This is an optimization exercise on Yosys and OpenROAD, whose aim is small area and a short achievable clock period, not a production implementation. No run shown here included a check of the RTL's function; only the layout flow was run.

==> flow/design.v, too long to show whole: its modules and the start of the top module <==
// module izhikevich_neuron: 1013 lines
module izhikevich_neuron #(parameter DT = 16'h0100)
(
    input wire clk,
    input wire rst,
    input wire [15:0] I,
    output reg spike
);
  // ...
==> flow/run.sh <==
#!/bin/bash
# synth_recipe.tcl (not shown) runs the flow's synth.tcl, then flattens the netlist and writes it again
# the make line also repeats each setting of config.mk as NAME=value (left out here)
make -C /OpenROAD-flow-scripts/flow DESIGN_CONFIG=/design/flow/config.mk WORK_HOME=/design/flow/orfs CLKGATE_MAP_FILE= SYNTH_SCRIPT=/design/flow/synth_recipe.tcl finish
==> flow/config.mk <==
export PLATFORM = sky130hd
export DESIGN_NAME = izhikevich_neuron
export DESIGN_NICKNAME = izhikevich_neuron
export VERILOG_FILES = /design/flow/design.v
export SDC_FILE = /design/flow/constraint.sdc
export NUM_CORES = 4
export LEC_CHECK = 0
export CAP_MARGIN = 20
export CORE_MARGIN = 2
export CORE_UTILIZATION = 40
export PLACE_DENSITY = 0.6
export SLEW_MARGIN = 20
==> flow/constraint.sdc <==
create_clock -name core_clock -period 12.0 [get_ports {clk}]
set_input_delay 2.4000 -clock core_clock [delete_from_list [all_inputs] [get_ports {clk}]]
set_output_delay 2.4000 -clock core_clock [all_outputs]
set_load 0.01 [all_outputs]
==> flow_metrics.py, run 1 <==
metrics = {
    "outcome": {
        "outcome": "finished clean",
    },
    "clocking": {
        "cts_root_buf": "clkbuf_16",
        "post_cts.resized_instances": 0,
        "cts_tree": "yes",
        "cts_buffer_depth": 2,
        "clk_latency_ns": 0.29,
    },
    "drt": {
        "routed_wl_um": 18420,
        "first_pass_iters": 4,
        "vias": 5492,
        "drc": 0,
    },
    "logic_synthesis": {
        "ys_seq_elements": 33,
        "syn_area_sq_um": 8184,
        "synth_top_area_cell": "fa_1",
        "yosysTopAreaCellShare": 0.3865,
        "yosysSeqAreaShare": 0.1020,
        "synth_most_common_cell": "inv_1",
        "async_reset_ff_frac": 1.000,
    },
    "critical_path": {
        "path_delay_family": "adder cells",
        "critPathMaxFanout": 12,
    },
    "timing": {
        "relSlewSlack": 0.4656,
        "fin_ws_ns": 3.526,
    },
    "die": {
        "die_w_um": 147.0,
        "die_y_um": 147.0,
    },
    "cells_and_area": {
        "bufAreaShareNonClock": 0.02304,
        "synthToLayoutAreaGrowth_pct": 7.507,
        "post-route-cell-area_sq_um": 8798,
        "drive_gt1_frac": 0.03041,
    },
    "placed_design": {
        "place_ws_ns": 3.464,
        "placed_cells": 1117,
        "place_area_sq_um": 8660,
    },
    "global_route": {
        "antenna_found_initial": 0,
        "grt_pass1_vias": 5983,
    },
    "hold_path": {
        "hold_path_depth": 2,
    },
}
==> run 2, diff against run 1 <==
==> flow/flow/run.sh (new file) <==
#!/bin/bash
# Standard ORFS layout, plus one netlist pass between synthesis and floorplan:
# flow/polar.py re-chooses the polarity of the full-adder cells that Yosys's
# extract_fa left behind, removing redundant inverters (see polar.py).
set -euo pipefail
W=$(pwd)
R=$W/orfs/results/${FLOW_PLATFORM}/izhikevich_neuron/base
bash standard.sh synth > $W/log_synth.txt 2>&1
cp $R/1_2_yosys.v $W/netlist_standard.v
python3 $W/flow/polar.py $W/netlist_standard.v $W/netlist_polar.v > $W/log_polar.txt 2>&1
cp $W/netlist_polar.v $R/1_2_yosys.v
touch $R/1_2_yosys.v
bash standard.sh finish > $W/log_finish.txt 2>&1
==> flow/flow/polar.py (new file) <==
#!/usr/bin/env python3
"""Re-choose the polarity of full adders in a mapped sky130 netlist.

A full adder is self-dual: FA(~a,~b,~c) = (~sum, ~cout).  Yosys's extract_fa
leaves many inverters between adder cells; this pass removes every inverter
(except ones driving ports), chooses for each fa cell whether it works on
inverted signals, and re-inserts one inverter per signal that is still needed
in the other polarity.  Registers and all other cells are unchanged.
usage: polar.py in.v out.v
"""
import re, sys, random

src = open(sys.argv[1]).read()
m = re.search(r'^\s*module\s+(\S+)\s*\(', src, re.M)
body_start = src.index(';', m.end()) + 1
end = src.rindex('endmodule')
body = src[body_start:end]

inst_re = re.compile(r'^\s*(sky130_fd_sc_hd__\w+)\s+(\S+)\s*\((.*?)\);\s*$', re.S | re.M)
pin_re = re.compile(r'\.(\w+)\(\s*(.*?)\s*\)\s*(?:,|$)', re.S)
OUTPINS = {'X', 'Y', 'Q', 'Q_N', 'SUM', 'COUT', 'HI', 'LO', 'GCLK'}

cells = []
decl_lines = []
pos = 0
for mm in inst_re.finditer(body):
    pre = body[pos:mm.start()]
    decl_lines.append(pre)
    pos = mm.end()
    typ, name, pins = mm.group(1), mm.group(2), mm.group(3)
    conns = [(p, n) for p, n in pin_re.findall(pins)]
    cells.append([typ, name, conns])
tail = body[pos:]
if 'assign' in ''.join(decl_lines) + tail:
    sys.exit('assign statements not supported')

out_ports = set()
for mm in re.finditer(r'^\s*output\s+(\[(\d+):(\d+)\]\s*)?(\S+?)\s*;', src[:end], re.M):
    if mm.group(1):
        hi, lo = int(mm.group(2)), int(mm.group(3))
        for i in range(min(hi, lo), max(hi, lo) + 1):
            out_ports.add(f"{mm.group(4)}[{i}]")
    else:
        out_ports.add(mm.group(4))

def is_inv(t):
    return re.fullmatch(r'sky130_fd_sc_hd__(clk)?inv_\d+', t) is not None

driver = {}
for ci, (t, n, conns) in enumerate(cells):
    for p, net in conns:
        if p in OUTPINS:
            driver[net] = (ci, p)

removable = set()
for ci, (t, n, conns) in enumerate(cells):
    if is_inv(t):
        d = dict(conns)
        if d['Y'] not in out_ports:
            removable.add(ci)

def root(net):
    par = 0
    seen = 0
    while net in driver and driver[net][0] in removable:
        ci = driver[net][0]
        net = dict(cells[ci][2])['A']
        par ^= 1
        seen += 1
        if seen > 100:
            sys.exit('inverter loop')
    return net, par

# consumers: (cell index, pin index) -> (root, parity)
fa_idx = [ci for ci, c in enumerate(cells) if c[0].startswith('sky130_fd_sc_hd__fa_')]
fa_set = set(fa_idx)
cons = {}   # root -> list of (ci, parity)
pinref = []
for ci, (t, n, conns) in enumerate(cells):
    if ci in removable:
        continue
    for k, (p, net) in enumerate(conns):
        if p in OUTPINS:
            continue
        r, par = root(net)
        pinref.append((ci, k, r, par))
        cons.setdefault(r, []).append((ci, par))
# output ports that are driven through removable inverters are protected above;
# ports driven directly are roots with a parity-0 "consumer"
for net in out_ports:
    r, par = root(net)
    assert par == 0 and r == net
    cons.setdefault(r, []).append((-1, 0))

def drv_fa(r):
    d = driver.get(r)
    if d is not None and d[0] in fa_set:
        return d[0]
    return None

flip = {ci: 0 for ci in fa_idx}
def root_cost(r):
    f = drv_fa(r)
    nat = flip[f] if f is not None else 0
    for ci, par in cons.get(r, []):
        need = par ^ (flip[ci] if ci in fa_set else 0)
        if need != nat:
            return 1
    return 0

roots_of_fa = {}
for ci in fa_idx:
    rs = set()
    for p, net in cells[ci][2]:
        if p in OUTPINS:
            rs.add(net)
        else:
            rs.add(root(net)[0])
    roots_of_fa[ci] = rs
all_roots = set(cons)
def total():
    return sum(root_cost(r) for r in all_roots)

before = len(removable)
best = total()
random.seed(1)
cur = best
best_flip = dict(flip)
for it in range(60):
    improved = True
    while improved:
        improved = False
        for ci in fa_idx:
            rs = roots_of_fa[ci]
            c0 = sum(root_cost(r) for r in rs)
            flip[ci] ^= 1
            c1 = sum(root_cost(r) for r in rs)
            if c1 < c0:
                cur += c1 - c0
                improved = True
            else:
                flip[ci] ^= 1
    if cur < best:
        best = cur
        best_flip = dict(flip)
    flip = dict(best_flip)
    cur = best
    for ci in random.sample(fa_idx, max(1, len(fa_idx) // 10)):
        flip[ci] ^= 1
    cur = total()
flip = best_flip
print(f"polar: {len(fa_idx)} fa cells, {before} inverters removed, {best} inserted, "
      f"{sum(flip.values())} fa cells flipped", file=sys.stderr)

def esc(n):
    return n + ' ' if n.startswith('\\') else n

# rewrite
newnets = []
invnet = {}
def inv_of(r):
    if r not in invnet:
        nn = f"_pol{len(invnet)}_"
        invnet[r] = nn
        newnets.append(nn)
    return invnet[r]
for ci, k, r, par in pinref:
    f = drv_fa(r)
    nat = flip[f] if f is not None else 0
    need = par ^ (flip[ci] if ci in fa_set else 0)
    p, net = cells[ci][2][k]
    cells[ci][2][k] = (p, r if need == nat else inv_of(r))
out = [src[:body_start]]
out.append(''.join(decl_lines).rstrip('\n') + '\n')
for nn in newnets:
    out.append(f"  wire {nn};\n")
for ci, (t, n, conns) in enumerate(cells):
    if ci in removable:
        continue
    pins = ",\n".join(f"    .{p}({esc(net)})" for p, net in conns)
    out.append(f"  {t} {n} (\n{pins}\n  );\n")
for i, (r, nn) in enumerate(invnet.items()):
    out.append(f"  sky130_fd_sc_hd__inv_1 _polinv{i}_ (\n    .A({esc(r)}),\n    .Y({nn})\n  );\n")
out.append(tail)
out.append(src[end:])
open(sys.argv[2], 'w').write(''.join(out))
==> flow/standard.sh (new file) <==
#!/bin/bash
# synth_recipe.tcl (not shown) runs the flow's synth.tcl, then flattens the netlist and writes it again
# the make line also repeats each setting of config.mk as NAME=value (left out here)
make -C /OpenROAD-flow-scripts/flow DESIGN_CONFIG=/design/flow/config.mk WORK_HOME=/design/flow/orfs CLKGATE_MAP_FILE= SYNTH_SCRIPT=/design/flow/synth_recipe.tcl "${@:-finish}"
removed: flow/run.sh
==> run 2 against run 1 <==
  * Sequential cell count unchanged
  * Critical endpoint unchanged
  * Still clean
  * Via count decreased by 6.1%
  * Sequential share of layout area increased by 0.39 points
  * Die area decreased by 4.3%
  * Setup slack improved by 0.067 ns
  * Clock skew decreased by 0.0030 ns
==> flow_metrics.py, run 2 <==
metrics = {
    "outcome": {
        "outcome": "finished clean",
    },
    "global_route": {
        "met1_usage": 0.2783,
        "use_met2": 0.3115,
        "grt_overflow": 0,
        "grt_usage": 0.1903,
        "antenna_found_initial": 0,
        "met3_usage": 0.02066,
        "grt_pass1_wl_um": 30100,
        "grt_pass1_vias": 5698,
        "grt_max_degree": 34,
        "top_usage_layer": "met2",
    },
    "logic_synthesis": {
        "syn_avg_cell_area_sq_um": 10.48,
        "ys_warn_count": 1,
        "syn_area_sq_um": 7820,
        "synth_cells": 746,
        "synth_fp_nets": 1020,
    },
    "placed_design": {
        "io_buffer_count": 18,
        "placed_cells": 1014,
        "gp_congestion": 0.8277,
        "dp_hpwl_um": 14620,
    },
    "timing": {
        "fin_setup_tns_ns": 0,
        "fin_worst_skew_ns": 0.004310,
        "drv_slew": 0,
        "worst_slew_pin_slew_ns": 0.8684,
        "fin_crit_sh": 0.7006,
        "setup_violations": 0,
        "min_period_ns": 8.407,
        "max_freq_ghz": 0.1190,
        "final_hold_viol_count": 0,
        "rsz0062_at_grt": "no",
        "whs_ns": 0.5804,
        "relSlewSlack": 0.4210,
    },
    "run": {
        "cap_violations": 0,
    },
    "drt": {
        "first_pass_iters": 5,
        "viasPerCell": 5.047,
        "drtAntennaViolNets": 0,
        "wl_per_cell_um": 17.22,
        "vias": 5158,
        "drtIter0Drc": 247,
        "drc": 0,
        "routed_wl_um": 17600,
    },
    "critical_path": {
        "cp-end-kind": "flop",
        "crit_required_ns": 12.22,
        "critPathMaxFanout": 13,
        "arrival_ns": 8.63,
        "crit_type": "flop to flop",
        "cp-start-kind": "flop",
    },
    "clocking": {
        "post_cts.resized_instances": 0,
        "cts_buffers": 5,
        "cts_setup_buffers": 0,
        "cts.clk_slew.worst_paths_ns": 0.06,
        "cts_hold_buf": 0,
        "cts_tree": "yes",
        "cts_buffer_depth": 2,
        "clock-sinks": 33,
        "clk_latency_ns": 0.29,
        "cts_root_buf": "clkbuf_16",
        "htreeDepth": 2,
    },
    "die": {
        "die_w_um": 143.8,
        "ios": 19,
        "die_y_um": 143.8,
        "initial_utilization": 0.4045,
        "rows": 51,
        "die-area_sq_um": 20680,
        "fp.coreArea_sq_um": 19330,
    },
    "cells_and_area": {
        "multi_input_area_sq_um": 6594,
        "reg_top3": "u x16, v x16, spike x1",
        "mostFrequentLayoutCell": "fa_1",
        "layout.cells.non_filler": 1022,
        "nets": 1030,
        "most-common-layout-cells": "fa_1 (158), ha_1 (98), inv_1 (87)",
        "fillers": 1888,
        "ff_latch_area_sq_um": 834.6,
        "n_antenna_cell": 0,
        "synthToLayoutAreaGrowth_pct": 8.112,
        "drive_gt1_frac": 0.03303,
    },
    "hold_path": {
        "holdCritPathClass": "flop to flop",
    },
}
[run 2: cell types whose count changed in the layout (fill, tap and decap cells not counted)]
cell / previous run / this run
clkbuf_8: 0 / 1
clkinv_2: 2 / 0
inv_1: 183 / 87
clkinv_1: 1 / 0
bufinv_16: 0 / 1
buf_4: 3 / 2
[run 2: worst max-delay path, cell delays in order, from the launching register on]
cell	delay (ns)
dfrtp_1	0.79
inv_1	0.33
fa_1	0.59
inv_1	0.05
fa_1	0.44
fa_1	0.51
fa_1	0.49
ha_1	0.37
a21oi_1	0.23
and2_1	0.18
inv_1	0.06
fa_1	0.61
fa_1	0.47
fa_1	0.51
fa_1	0.41
ha_1	0.34
a21o_1	0.21
a21o_1	0.19
a211o_1	0.32
a21o_1	0.22
a22oi_1	0.23
nand2_2	0.10
o41ai_4	0.24
xnor3_1	0.36
nand2_1	0.07
[run 2: stage by stage]
step | setup slack [ns] | utilization | cell area, sq um
floorplan | 4.323 | - | 7820
global placement | 3.633 | 0.4283 | 8282
detailed placement | 3.660 | 0.4283 | 8282
CTS | 3.622 | 0.4373 | 8454
global route | 3.110 | 0.4373 | 8454
finish | 3.593 | 0.4373 | 8454
[run 2: cell type report]
| cell class | count | share of cell area |
|---|---|---|
| multi-input combinational | 609 | 0.7799 |
| sequential | 33 | 0.09871 |
| tap | 265 | 0.03922 |
| inverter | 87 | 0.03863 |
| timing repair buffer | 20 | 0.02309 |
| clock buffer | 7 | 0.01687 |
| clock inverter | 1 | 0.003552 |
[run 2: worst paths after layout]
kind / from / to / slack, ns / depth (start not counted)
max in group asynchronous: rst / v[8] / 9.13 / 3
worst max register to register: v[7] / v[15] / 3.59 / 24
worst min register to register: u[14] / u[15] / 0.58 / 2
min in group asynchronous: rst / u[12] / 2.52 / 3
worst min-delay path: u[14] / u[15] / 0.58 / 2
worst max-delay path: v[7] / v[15] / 3.59 / 24
[run 2: per-layer routing]
layer  vias up  share of wire
met4         0          0.011
met2        86           0.47
met5         -              0
met3        17          0.031
li1       2426              -
met1      2629           0.49

re-timing with driven ports:
How much do the figures lean on ideal ports? The routed layouts below were timed once more, with nothing changed but the port constraints.
Step 1 assumes that a clkbuf_16 drives the clock port and a buf_2 every other input.
Step 2 times the ports against the registers' clock, not the clock port: input delays grow and output delays shrink by t, the midpoint of the rising clock arrivals with the driver on.
Slacks: ideal / step 1 / step 2; pairs: ideal / step 1.
| run | t, ns | setup WS [ns] | clock arrival spread, ns | pins driven straight from the clock port |
|---|---|---|---|---|
| run 1 | 0.321 | 3.526 / 3.526 / 3.526 | 0.008 / 0.007 | 1 |
| run 2 | 0.317 | 3.593 / 3.593 / 3.593 | 0.004 / 0.004 | 1 |
After both steps setup and hold are still met in every run listed.
